This design comes from an exercise in tuning for small area, a short achievable clock period and few clock cycles per item on the open sky130 flow, not from production work. At most, simulation tests tie the RTL to the original design; equivalence was not proved.

Setup of v6:
==> flow/design.v <==
module div_step #(
    parameter R = 8,
    parameter L = 8,
    parameter M1 = 0
) (
    input  [R+L-1:0] rq,       
    input  [R-1:0]   dv,       
    input            qen,
    input            qinv,
    output [R+L-1:0] rq_next
);
    wire [R:0]   t    = rq[R+L-1:L-1];        
    wire [R+1:0] diff = {1'b0, t} + {2'b11, ~dv} + (M1 ? 1'b0 : 1'b1);    
    wire         ge   = ~diff[R+1];
    wire [R-1:0] rem  = ge ? diff[R-1:0] : t[R-1:0];
    assign rq_next = {rem, rq[L-2:0], (ge & qen) ^ qinv};
endmodule
module rgb2hsv_clk (
    input pclk,
    input rst,  
    input enable,  
    input[23:0] RGB24,
    output[24:0] HSV25,
    output reg hsv_done
);
localparam LAST = 4'd10;
reg [3:0]  cnt;       
reg [7:0]  vmax;      
reg [7:0]  dm1;       
reg [15:0] srq;       
reg [13:0] hrq;       
reg [1:0]  sel;       
reg        neg;       
always @(posedge pclk) begin
    if (rst) begin
        cnt <= 4'd0;
        hsv_done <= 1'b0;
    end else begin
        if (enable)
            cnt <= 4'd1;
        else if (cnt == LAST)
            cnt <= 4'd0;
        else if (cnt != 4'd0)
            cnt <= cnt + 4'd1;
        hsv_done <= cnt == LAST;
    end
end
wire c1 = cnt == 4'd1;
wire c2 = cnt == 4'd2;
wire [7:0] r = srq[15:8];
wire [7:0] g = srq[7:0];
wire [7:0] b = hrq[7:0];
wire r_ge_g = r >= g;
wire r_ge_b = r >= b;
wire g_ge_b = g >= b;
wire rmax = r_ge_g & r_ge_b;
wire gmax = ~rmax & g_ge_b;
wire [7:0] mx  = rmax ? r : (gmax ? g : b);
wire [7:0] mid = rmax ? (g_ge_b ? g : b) : gmax ? (r_ge_b ? r : b) : (r_ge_g ? r : g);
wire [7:0] mn  = rmax ? (g_ge_b ? b : g) : gmax ? (r_ge_b ? b : r) : (r_ge_g ? g : r);
wire [1:0] f_sel = rmax ? 2'd0 : (gmax ? 2'd1 : 2'd2);
wire f_neg = rmax ? ~g_ge_b : gmax ? r_ge_b & (r != b) : ~r_ge_g;
wire [7:0] f_dm1 = vmax + srq[15:8];
wire [7:0] f_x   = srq[15:8] - srq[7:0];
wire nz = ~&dm1;
wire [15:0] s_next;
div_step #(.R(8), .L(8)) u_s (.rq(srq), .dv(vmax), .qen(nz), .qinv(1'b0), .rq_next(s_next));
wire [13:0] h_next;
div_step #(.R(8), .L(6), .M1(1)) u_h (.rq(hrq), .dv(dm1), .qen(1'b1), .qinv(neg), .rq_next(h_next));
wire [13:0] h60 = {hrq[7:0], 6'd0} - {4'd0, hrq[7:0], 2'd0};
wire [5:0]  hq = hrq[5:0];
wire [8:0]  base = sel == 2'd0 ? (neg ? 9'd297 : 9'd0) :
                   sel == 2'd1 ? (neg ? 9'd57 : 9'd120) :
                                 (neg ? 9'd177 : 9'd240);
wire [8:0]  hue = base + {3'd0, hq};
always @(posedge pclk) begin
    if (c1) begin
        vmax <= mx;
        sel  <= f_sel;
        neg  <= f_neg;
    end
    if (c2)
        dm1  <= f_dm1;
end
always @(posedge pclk) begin
    if (enable)
        srq <= RGB24[23:8];
    else if (c1)
        srq <= {~mn, ~mid};
    else if (c2)
        srq <= {f_dm1, ~f_dm1};
    else
        srq <= s_next;
    if (enable)
        hrq <= {6'd0, RGB24[7:0]};
    else if (c2)
        hrq <= {6'd0, f_x};
    else if (cnt == 4'd3)
        hrq <= h60;
    else if (cnt == LAST)
        hrq <= {5'd0, hue};
    else
        hrq <= h_next;
end
assign HSV25 = {hrq[8:0], srq[7:0], vmax};
endmodule
clock: 8.0 ns
lec_check: 0
cap_margin: 20
core_margin: 2
core_utilization: 40
slew_margin: 20
standard.sh (not shown) runs the stock make flow with config.mk's settings and CLKGATE_MAP_FILE= SYNTH_SCRIPT=/design/flow/synth_recipe.tcl, a recipe that flattens the netlist after the stock synthesis.
==> flow/flow/run.sh <==
#!/bin/bash
# Layout flow: the standard ORFS flow, with the ORFS variables listed in
# flow/make_args.txt (one VAR=value per line) added to its make command line,
# e.g. a tighter SETUP_SLACK_MARGIN for the timing repair.  If flow/abc.script
# exists, synthesis uses it as ABC's mapping script; everything else, and
# every later step, is the standard flow.  Each step's full output goes to a
# log file in this folder; ORFS's own logs stay under orfs/logs.
set -euo pipefail
ARGS=()
while IFS= read -r line; do
  [[ -z "$line" || "$line" == \#* ]] && continue
  ARGS+=("$line")
done < flow/make_args.txt
if [[ -f flow/abc.script ]]; then
  mkdir -p scripts_abc
  for f in "$FLOW_HOME"/scripts/*; do ln -sf "$f" scripts_abc/; done
  rm -f scripts_abc/abc_speed.script
  cp flow/abc.script scripts_abc/abc_speed.script
  bash standard.sh SCRIPTS_DIR="$PWD/scripts_abc" "${ARGS[@]}" synth > synth.log 2>&1
fi
bash standard.sh "${ARGS[@]}" finish > finish.log 2>&1
==> flow/flow/abc.script <==
&get -n
&st
&syn2
&dch -f
&nf -R 1000
&put
buffer -c
upsize -c
dnsize -c
==> flow/flow/make_args.txt <==
SETUP_SLACK_MARGIN=5.0
ADDER_MAP_FILE=
BUFFER_PORTS_ARGS=-buffer_cell sky130_fd_sc_hd__buf_1
CTS_BUF_LIST=sky130_fd_sc_hd__clkbuf_4 sky130_fd_sc_hd__clkbuf_8
Modified inputs, v7 compared to v6
--- a/flow/design.v
+++ b/flow/design.v
@@ -25,5 +25,7 @@
 );
 localparam LAST = 4'd10;
+reg [23:0] rgb_q;
 reg [3:0]  cnt;       
+reg        c1, c2;    
 reg [7:0]  vmax;      
 reg [7:0]  dm1;       
@@ -33,4 +35,7 @@
 reg        neg;       
 always @(posedge pclk) begin
+    rgb_q <= RGB24;
+    c1  <= enable;
+    c2  <= c1;
     if (rst) begin
         cnt <= 4'd0;
@@ -46,9 +51,7 @@
     end
 end
-wire c1 = cnt == 4'd1;
-wire c2 = cnt == 4'd2;
-wire [7:0] r = srq[15:8];
-wire [7:0] g = srq[7:0];
-wire [7:0] b = hrq[7:0];
+wire [7:0] r = rgb_q[23:16];
+wire [7:0] g = rgb_q[15:8];
+wire [7:0] b = rgb_q[7:0];
 wire r_ge_g = r >= g;
 wire r_ge_b = r >= b;
@@ -61,6 +64,6 @@
 wire [1:0] f_sel = rmax ? 2'd0 : (gmax ? 2'd1 : 2'd2);
 wire f_neg = rmax ? ~g_ge_b : gmax ? r_ge_b & (r != b) : ~r_ge_g;
-wire [7:0] f_dm1 = vmax + srq[15:8];
-wire [7:0] f_x   = srq[15:8] - srq[7:0];
+wire [7:0] f_dm1 = vmax + ~srq[15:8];
+wire [7:0] f_x   = srq[7:0] - srq[15:8];
 wire nz = ~&dm1;
 wire [15:0] s_next;
@@ -79,20 +82,12 @@
         sel  <= f_sel;
         neg  <= f_neg;
+        srq  <= {mn, mid};
+    end else if (c2) begin
+        dm1  <= f_dm1;
+        srq  <= {f_dm1, ~f_dm1};
+    end else begin
+        srq <= s_next;
     end
     if (c2)
-        dm1  <= f_dm1;
-end
-always @(posedge pclk) begin
-    if (enable)
-        srq <= RGB24[23:8];
-    else if (c1)
-        srq <= {~mn, ~mid};
-    else if (c2)
-        srq <= {f_dm1, ~f_dm1};
-    else
-        srq <= s_next;
-    if (enable)
-        hrq <= {6'd0, RGB24[7:0]};
-    else if (c2)
         hrq <= {6'd0, f_x};
     else if (cnt == 4'd3)
[summary]
Comparing v6 and v7, the lower final wirelength was measured on v7.
What v6 reported for number of tap cells added at floorplan has to be multiplied by 1.2 to get the figure for v7.
v7 gives less clock-pin slew on the worst setup and hold paths than v6 did.
v6 → v7: post-synthesis instance area now larger, area of the die now larger, first-iteration DRC count now smaller.
Testbench counts of v7, summed over its fixed seeds: cycles 28,792, items 2,400.
Only the layout flow was run in v6; the RTL was not checked for function there.

---

rgb2hsv_clk, a different RTL version from the one above (not shown whole).
Size: ~640 cells after synthesis, about 56 flip-flops, about 53 I/O pins, ~4600 um^2 of cells after synthesis.
==> module rgb2hsv_clk, before the edit <==
module rgb2hsv_clk (
    input pclk,
    input rst,  
    input enable,  
    input[23:0] RGB24,
    output[24:0] HSV25,
    output reg hsv_done
);
localparam LAST = 4'd10;
reg [3:0]  cnt;       
reg        c1, c2;    
reg [7:0]  vmax;      
reg [7:0]  dm1;       
reg [15:0] srq;       
reg [13:0] hrq;       
reg [1:0]  sel;       
reg        neg;       
always @(posedge pclk) begin
    c1  <= enable;
    c2  <= c1;
    if (rst) begin
        cnt <= 4'd0;
        hsv_done <= 1'b0;
    end else begin
        if (enable)
            cnt <= 4'd1;
        else if (cnt == LAST)
            cnt <= 4'd0;
        else if (cnt != 4'd0)
            cnt <= cnt + 4'd1;
        hsv_done <= cnt == LAST;
    end
end
wire [7:0] r = srq[15:8];
wire [7:0] g = srq[7:0];
wire [7:0] b = hrq[7:0];
wire r_ge_g = r >= g;
wire r_ge_b = r >= b;
wire g_ge_b = g >= b;
wire rmax = r_ge_g & r_ge_b;
wire gmax = ~rmax & g_ge_b;
wire [7:0] mx  = rmax ? r : (gmax ? g : b);
wire [7:0] mid = rmax ? (g_ge_b ? g : b) : gmax ? (r_ge_b ? r : b) : (r_ge_g ? r : g);
wire [7:0] mn  = rmax ? (g_ge_b ? b : g) : gmax ? (r_ge_b ? b : r) : (r_ge_g ? g : r);
wire [1:0] f_sel = rmax ? 2'd0 : (gmax ? 2'd1 : 2'd2);
wire f_neg = rmax ? ~g_ge_b : gmax ? r_ge_b & (r != b) : ~r_ge_g;
wire [7:0] f_dm1 = vmax + srq[15:8];
wire [7:0] f_x   = srq[15:8] - srq[7:0];
wire nz = ~&dm1;
wire [15:0] s_next;
div_step #(.R(8), .L(8)) u_s (.rq(srq), .dv(vmax), .qen(nz), .qinv(1'b0), .rq_next(s_next));
wire [13:0] h_next;
div_step #(.R(8), .L(6), .M1(1)) u_h (.rq(hrq), .dv(dm1), .qen(1'b1), .qinv(neg), .rq_next(h_next));
wire [13:0] h60 = {hrq[7:0], 6'd0} - {4'd0, hrq[7:0], 2'd0};
wire [5:0]  hq = hrq[5:0];
wire [8:0]  base = sel == 2'd0 ? (neg ? 9'd297 : 9'd0) :
                   sel == 2'd1 ? (neg ? 9'd57 : 9'd120) :
                                 (neg ? 9'd177 : 9'd240);
wire [8:0]  hue = base + {3'd0, hq};
always @(posedge pclk) begin
    if (c1) begin
        vmax <= mx;
        sel  <= f_sel;
        neg  <= f_neg;
    end
    if (c2)
        dm1  <= f_dm1;
end
always @(posedge pclk) begin
    if (enable)
        srq <= RGB24[23:8];
    else if (c1)
        srq <= {~mn, ~mid};
    else if (c2)
        srq <= {f_dm1, ~f_dm1};
    else
        srq <= s_next;
    if (enable)
        hrq <= {6'd0, RGB24[7:0]};
    else if (c2)
        hrq <= {6'd0, f_x};
    else if (cnt == 4'd3)
        hrq <= h60;
    else if (cnt == LAST)
        hrq <= {5'd0, hue};
    else
        hrq <= h_next;
end
assign HSV25 = {hrq[8:0], srq[7:0], vmax};
endmodule
==> flow/config.mk <==
export PLATFORM = sky130hd
export DESIGN_NAME = rgb2hsv_clk
export DESIGN_NICKNAME = rgb2hsv_clk
export VERILOG_FILES = /design/flow/design.v
export SDC_FILE = /design/flow/constraint.sdc
export NUM_CORES = 4
export LEC_CHECK = 0
export CAP_MARGIN = 20
export CORE_MARGIN = 2
export CORE_UTILIZATION = 40
export SLEW_MARGIN = 20
==> flow/constraint.sdc <==
create_clock -name core_clock -period 8.0 [get_ports {pclk}]
set_input_delay 1.6000 -clock core_clock [delete_from_list [all_inputs] [get_ports {pclk}]]
set_output_delay 1.6000 -clock core_clock [all_outputs]
set_load 0.01 [all_outputs]
==> flow/flow/make_args.txt <==
SETUP_SLACK_MARGIN=4.6
ADDER_MAP_FILE=
BUFFER_PORTS_ARGS=-buffer_cell sky130_fd_sc_hd__buf_1
CTS_BUF_LIST=sky130_fd_sc_hd__clkbuf_4 sky130_fd_sc_hd__clkbuf_8
Scripts as last shown in full above: flow/flow/run.sh, flow/flow/abc.script
Testbench counts at the start, summed over its fixed seeds: cycles 28,792, items 2,400.
==> next run, changes <==
--- a/flow/design.v
+++ b/flow/design.v
@@ -21,22 +21,19 @@
     input enable,  
     input[23:0] RGB24,
     output[24:0] HSV25,
     output reg hsv_done
 );
-localparam LAST = 4'd10;
+localparam LAST = 4'd9;
 reg [3:0]  cnt;       
-reg        c1, c2;    
 reg [7:0]  vmax;      
 reg [7:0]  dm1;       
 reg [15:0] srq;       
 reg [13:0] hrq;       
 reg [1:0]  sel;       
 reg        neg;       
 always @(posedge pclk) begin
-    c1  <= enable;
-    c2  <= c1;
     if (rst) begin
         cnt <= 4'd0;
         hsv_done <= 1'b0;
     end else begin
         if (enable)
@@ -46,10 +43,11 @@
         else if (cnt != 4'd0)
             cnt <= cnt + 4'd1;
         hsv_done <= cnt == LAST;
     end
 end
+wire c1 = cnt == 4'd1;
 wire [7:0] r = srq[15:8];
 wire [7:0] g = srq[7:0];
 wire [7:0] b = hrq[7:0];
 wire r_ge_g = r >= g;
 wire r_ge_b = r >= b;
@@ -59,12 +57,12 @@
 wire [7:0] mx  = rmax ? r : (gmax ? g : b);
 wire [7:0] mid = rmax ? (g_ge_b ? g : b) : gmax ? (r_ge_b ? r : b) : (r_ge_g ? r : g);
 wire [7:0] mn  = rmax ? (g_ge_b ? b : g) : gmax ? (r_ge_b ? b : r) : (r_ge_g ? g : r);
 wire [1:0] f_sel = rmax ? 2'd0 : (gmax ? 2'd1 : 2'd2);
 wire f_neg = rmax ? ~g_ge_b : gmax ? r_ge_b & (r != b) : ~r_ge_g;
-wire [7:0] f_dm1 = vmax + srq[15:8];
-wire [7:0] f_x   = srq[15:8] - srq[7:0];
+wire [7:0] f_dm1 = mx + ~mn;
+wire [7:0] f_x   = mid - mn;
 wire nz = ~&dm1;
 wire [15:0] s_next;
 div_step #(.R(8), .L(8)) u_s (.rq(srq), .dv(vmax), .qen(nz), .qinv(1'b0), .rq_next(s_next));
 wire [13:0] h_next;
 div_step #(.R(8), .L(6), .M1(1)) u_h (.rq(hrq), .dv(dm1), .qen(1'b1), .qinv(neg), .rq_next(h_next));
@@ -77,28 +75,25 @@
 always @(posedge pclk) begin
     if (c1) begin
         vmax <= mx;
         sel  <= f_sel;
         neg  <= f_neg;
+        dm1  <= f_dm1;
     end
-    if (c2)
-        dm1  <= f_dm1;
 end
 always @(posedge pclk) begin
     if (enable)
         srq <= RGB24[23:8];
     else if (c1)
-        srq <= {~mn, ~mid};
-    else if (c2)
         srq <= {f_dm1, ~f_dm1};
     else
         srq <= s_next;
     if (enable)
         hrq <= {6'd0, RGB24[7:0]};
-    else if (c2)
+    else if (c1)
         hrq <= {6'd0, f_x};
-    else if (cnt == 4'd3)
+    else if (cnt == 4'd2)
         hrq <= h60;
     else if (cnt == LAST)
         hrq <= {5'd0, hue};
     else
         hrq <= h_next;
- global-route usage is higher by 4.2 points
- utilization goes up by 9.2 points
- final area goes up by a quarter to a third
- die area grows by roughly a tenth
- worst setup slack degrades by 0.55 ns
- final cell count increases by about a fifth
Function not checked in the second run of this note: the RTL went through the layout flow alone.

---

Another version of the RTL of rgb2hsv_clk (not shown whole).
Size: ~680 cells after synthesis, ~83 flip-flops, about 53 I/O pins, ~5400 um^2 of cells after synthesis.
==> module rgb2hsv_clk, before the edit <==
module rgb2hsv_clk (
    input pclk,
    input rst,  
    input enable,  
    input[23:0] RGB24,
    output[24:0] HSV25,
    output reg hsv_done
);
localparam LAST = 4'd10;
reg [23:0] rgb_q;
reg [3:0]  cnt;       
reg        c1, c2, c3, c10;    
reg [7:0]  vmax;      
reg [7:0]  dm1;       
reg [15:0] srq;       
reg [13:0] hrq;       
reg [1:0]  sel;       
reg        neg;       
reg        nz;        
always @(posedge pclk) begin
    rgb_q <= RGB24;
    c1  <= enable;
    c2  <= c1;
    c3  <= c2;
    c10 <= cnt == LAST - 4'd1;
    if (rst) begin
        cnt <= 4'd0;
        hsv_done <= 1'b0;
    end else begin
        if (enable)
            cnt <= 4'd1;
        else if (cnt == LAST)
            cnt <= 4'd0;
        else if (cnt != 4'd0)
            cnt <= cnt + 4'd1;
        hsv_done <= cnt == LAST;
    end
end
wire [7:0] r = rgb_q[23:16];
wire [7:0] g = rgb_q[15:8];
wire [7:0] b = rgb_q[7:0];
wire r_ge_g = r >= g;
wire r_ge_b = r >= b;
wire g_ge_b = g >= b;
wire rmax = r_ge_g & r_ge_b;
wire gmax = ~rmax & g_ge_b;
wire [7:0] mx  = rmax ? r : (gmax ? g : b);
wire [7:0] mid = rmax ? (g_ge_b ? g : b) : gmax ? (r_ge_b ? r : b) : (r_ge_g ? r : g);
wire [7:0] mn  = rmax ? (g_ge_b ? b : g) : gmax ? (r_ge_b ? b : r) : (r_ge_g ? g : r);
wire [1:0] f_sel = rmax ? 2'd0 : (gmax ? 2'd1 : 2'd2);
wire f_neg = rmax ? ~g_ge_b : gmax ? r_ge_b & (r != b) : ~r_ge_g;
wire [7:0] f_dm1 = vmax + ~srq[15:8];
wire [7:0] f_x   = srq[7:0] - srq[15:8];
wire [15:0] s_next;
div_step #(.R(8), .L(8)) u_s (.rq(srq), .dv(vmax), .qen(nz), .qinv(1'b0), .rq_next(s_next));
wire [13:0] h_next;
div_step #(.R(8), .L(6), .M1(1)) u_h (.rq(hrq), .dv(dm1), .qen(1'b1), .qinv(neg), .rq_next(h_next));
wire [13:0] h60 = {hrq[7:0], 6'd0} - {4'd0, hrq[7:0], 2'd0};
wire [5:0]  hq = hrq[5:0];
wire [8:0]  base = sel == 2'd0 ? (neg ? 9'd297 : 9'd0) :
                   sel == 2'd1 ? (neg ? 9'd57 : 9'd120) :
                                 (neg ? 9'd177 : 9'd240);
wire [8:0]  hue = base + {3'd0, hq};
always @(posedge pclk) begin
    if (c1) begin
        vmax <= mx;
        sel  <= f_sel;
        neg  <= f_neg;
        srq  <= {mn, mid};
    end else if (c2) begin
        dm1  <= f_dm1;
        nz   <= ~&f_dm1;
        srq  <= {f_dm1, ~f_dm1};
    end else begin
        srq <= s_next;
    end
    if (c2)
        hrq <= {6'd0, f_x};
    else if (c3)
        hrq <= h60;
    else if (c10)
        hrq <= {5'd0, hue};
    else
        hrq <= h_next;
end
assign HSV25 = {hrq[8:0], srq[7:0], vmax};
endmodule
Settings: LEC_CHECK=0, CAP_MARGIN=20, CORE_MARGIN=2, CORE_UTILIZATION=40, SLEW_MARGIN=20; clock period 8.0 ns.
==> flow/flow/make_args.txt <==
SETUP_SLACK_MARGIN=5.0
ADDER_MAP_FILE=
BUFFER_PORTS_ARGS=-buffer_cell sky130_fd_sc_hd__buf_1
CTS_BUF_LIST=sky130_fd_sc_hd__clkbuf_4 sky130_fd_sc_hd__clkbuf_8
Scripts as last shown in full above: flow/flow/run.sh, flow/flow/abc.script
Testbench counts at the start, summed over its fixed seeds: cycles 28,792, items 2,400.
Change:
--- a/flow/design.v
+++ b/flow/design.v
@@ -22,25 +22,23 @@
     input[23:0] RGB24,
     output[24:0] HSV25,
     output reg hsv_done
 );
-localparam LAST = 4'd10;
-reg [23:0] rgb_q;
+localparam LAST = 4'd9;
 reg [3:0]  cnt;       
-reg        c1, c2, c3, c10;    
+reg        c1;        
+reg        r_ge_g, r_ge_b, g_ge_b;    
 reg [7:0]  vmax;      
 reg [7:0]  dm1;       
 reg [15:0] srq;       
 reg [13:0] hrq;       
 reg [1:0]  sel;       
 reg        neg;       
-reg        nz;        
 always @(posedge pclk) begin
-    rgb_q <= RGB24;
-    c1  <= enable;
-    c2  <= c1;
-    c3  <= c2;
-    c10 <= cnt == LAST - 4'd1;
+    c1 <= enable;
+    r_ge_g <= RGB24[23:16] >= RGB24[15:8];
+    r_ge_b <= RGB24[23:16] >= RGB24[7:0];
+    g_ge_b <= RGB24[15:8] >= RGB24[7:0];
     if (rst) begin
         cnt <= 4'd0;
         hsv_done <= 1'b0;
     end else begin
@@ -52,23 +50,21 @@
             cnt <= cnt + 4'd1;
         hsv_done <= cnt == LAST;
     end
 end
-wire [7:0] r = rgb_q[23:16];
-wire [7:0] g = rgb_q[15:8];
-wire [7:0] b = rgb_q[7:0];
-wire r_ge_g = r >= g;
-wire r_ge_b = r >= b;
-wire g_ge_b = g >= b;
+wire [7:0] r = srq[15:8];
+wire [7:0] g = srq[7:0];
+wire [7:0] b = hrq[7:0];
 wire rmax = r_ge_g & r_ge_b;
 wire gmax = ~rmax & g_ge_b;
 wire [7:0] mx  = rmax ? r : (gmax ? g : b);
 wire [7:0] mid = rmax ? (g_ge_b ? g : b) : gmax ? (r_ge_b ? r : b) : (r_ge_g ? r : g);
 wire [7:0] mn  = rmax ? (g_ge_b ? b : g) : gmax ? (r_ge_b ? b : r) : (r_ge_g ? g : r);
 wire [1:0] f_sel = rmax ? 2'd0 : (gmax ? 2'd1 : 2'd2);
 wire f_neg = rmax ? ~g_ge_b : gmax ? r_ge_b & (r != b) : ~r_ge_g;
-wire [7:0] f_dm1 = vmax + ~srq[15:8];
-wire [7:0] f_x   = srq[7:0] - srq[15:8];
+wire [7:0] f_dm1 = mx + ~mn;
+wire [7:0] f_x   = mid - mn;
+wire nz = ~&dm1;
 wire [15:0] s_next;
 div_step #(.R(8), .L(8)) u_s (.rq(srq), .dv(vmax), .qen(nz), .qinv(1'b0), .rq_next(s_next));
 wire [13:0] h_next;
 div_step #(.R(8), .L(6), .M1(1)) u_h (.rq(hrq), .dv(dm1), .qen(1'b1), .qinv(neg), .rq_next(h_next));
@@ -78,25 +74,26 @@
                    sel == 2'd1 ? (neg ? 9'd57 : 9'd120) :
                                  (neg ? 9'd177 : 9'd240);
 wire [8:0]  hue = base + {3'd0, hq};
 always @(posedge pclk) begin
-    if (c1) begin
+    if (enable) begin
+        srq  <= RGB24[23:8];
+    end else if (c1) begin
         vmax <= mx;
         sel  <= f_sel;
         neg  <= f_neg;
-        srq  <= {mn, mid};
-    end else if (c2) begin
         dm1  <= f_dm1;
-        nz   <= ~&f_dm1;
         srq  <= {f_dm1, ~f_dm1};
     end else begin
         srq <= s_next;
     end
-    if (c2)
+    if (enable)
+        hrq <= {6'd0, RGB24[7:0]};
+    else if (c1)
         hrq <= {6'd0, f_x};
-    else if (c3)
+    else if (cnt == 4'd2)
         hrq <= h60;
-    else if (c10)
+    else if (cnt == LAST)
         hrq <= {5'd0, hue};
     else
         hrq <= h_next;
 end
The changed run completed without violations.
Register-to-register slack is worse by 0.26 ns.
Worst setup slack degrades by 0.21 ns.
Cell area grows by 11%.
Global-route usage went up by 7.4 points.
Only the layout flow was run in the second run of this note; the RTL was not checked for function there.

[re-timing with driven ports]
How much do the figures lean on ideal ports? The routed layouts below were timed once more, with nothing changed but the port constraints. Step 1, drivers: a clkbuf_16 drives pclk and a buf_2 each remaining input, both assumed. Step 2 adds t to the input delays and takes it off the output delays; t is the mean of the earliest and latest rising clock arrival at the registers after step 1. Input paths then give back, and output paths get back, about the clock's delay inside the block. a / b / c = ideal ports / drivers / drivers and shift; a / b = the first two.
| run | shift t [ns] | setup WS [ns] | worst setup path after step 2 | slew at the worst register clock pin (ns) |
|---|---|---|---|---|
| v6 | 0.355 | 5.039 / 5.039 / 5.039 | register to register | 0.10 / 0.10 |
| v7 | 0.418 | 5.153 / 5.117 / 5.253 | register to register | 0.10 / 0.10 |
| the first run of note 2 | 0.354 | 4.797 / 4.797 / 4.797 | register to register | 0.11 / 0.11 |
| the second run of note 2 | 0.373 | 4.250 / 4.250 / 4.250 | register to register | 0.11 / 0.11 |
| the first run of note 3 | 0.415 | 5.196 / 5.162 / 5.237 | register to register | 0.10 / 0.10 |
| the second run of note 3 | 0.396 | 4.981 / 4.981 / 4.697 | input to register | 0.07 / 0.07 |
After both steps every run listed still meets setup and hold. For the second run of note 3, which loses most, drivers alone change the setup slack by 0.000 ns; drivers and shift together by -0.284 ns.
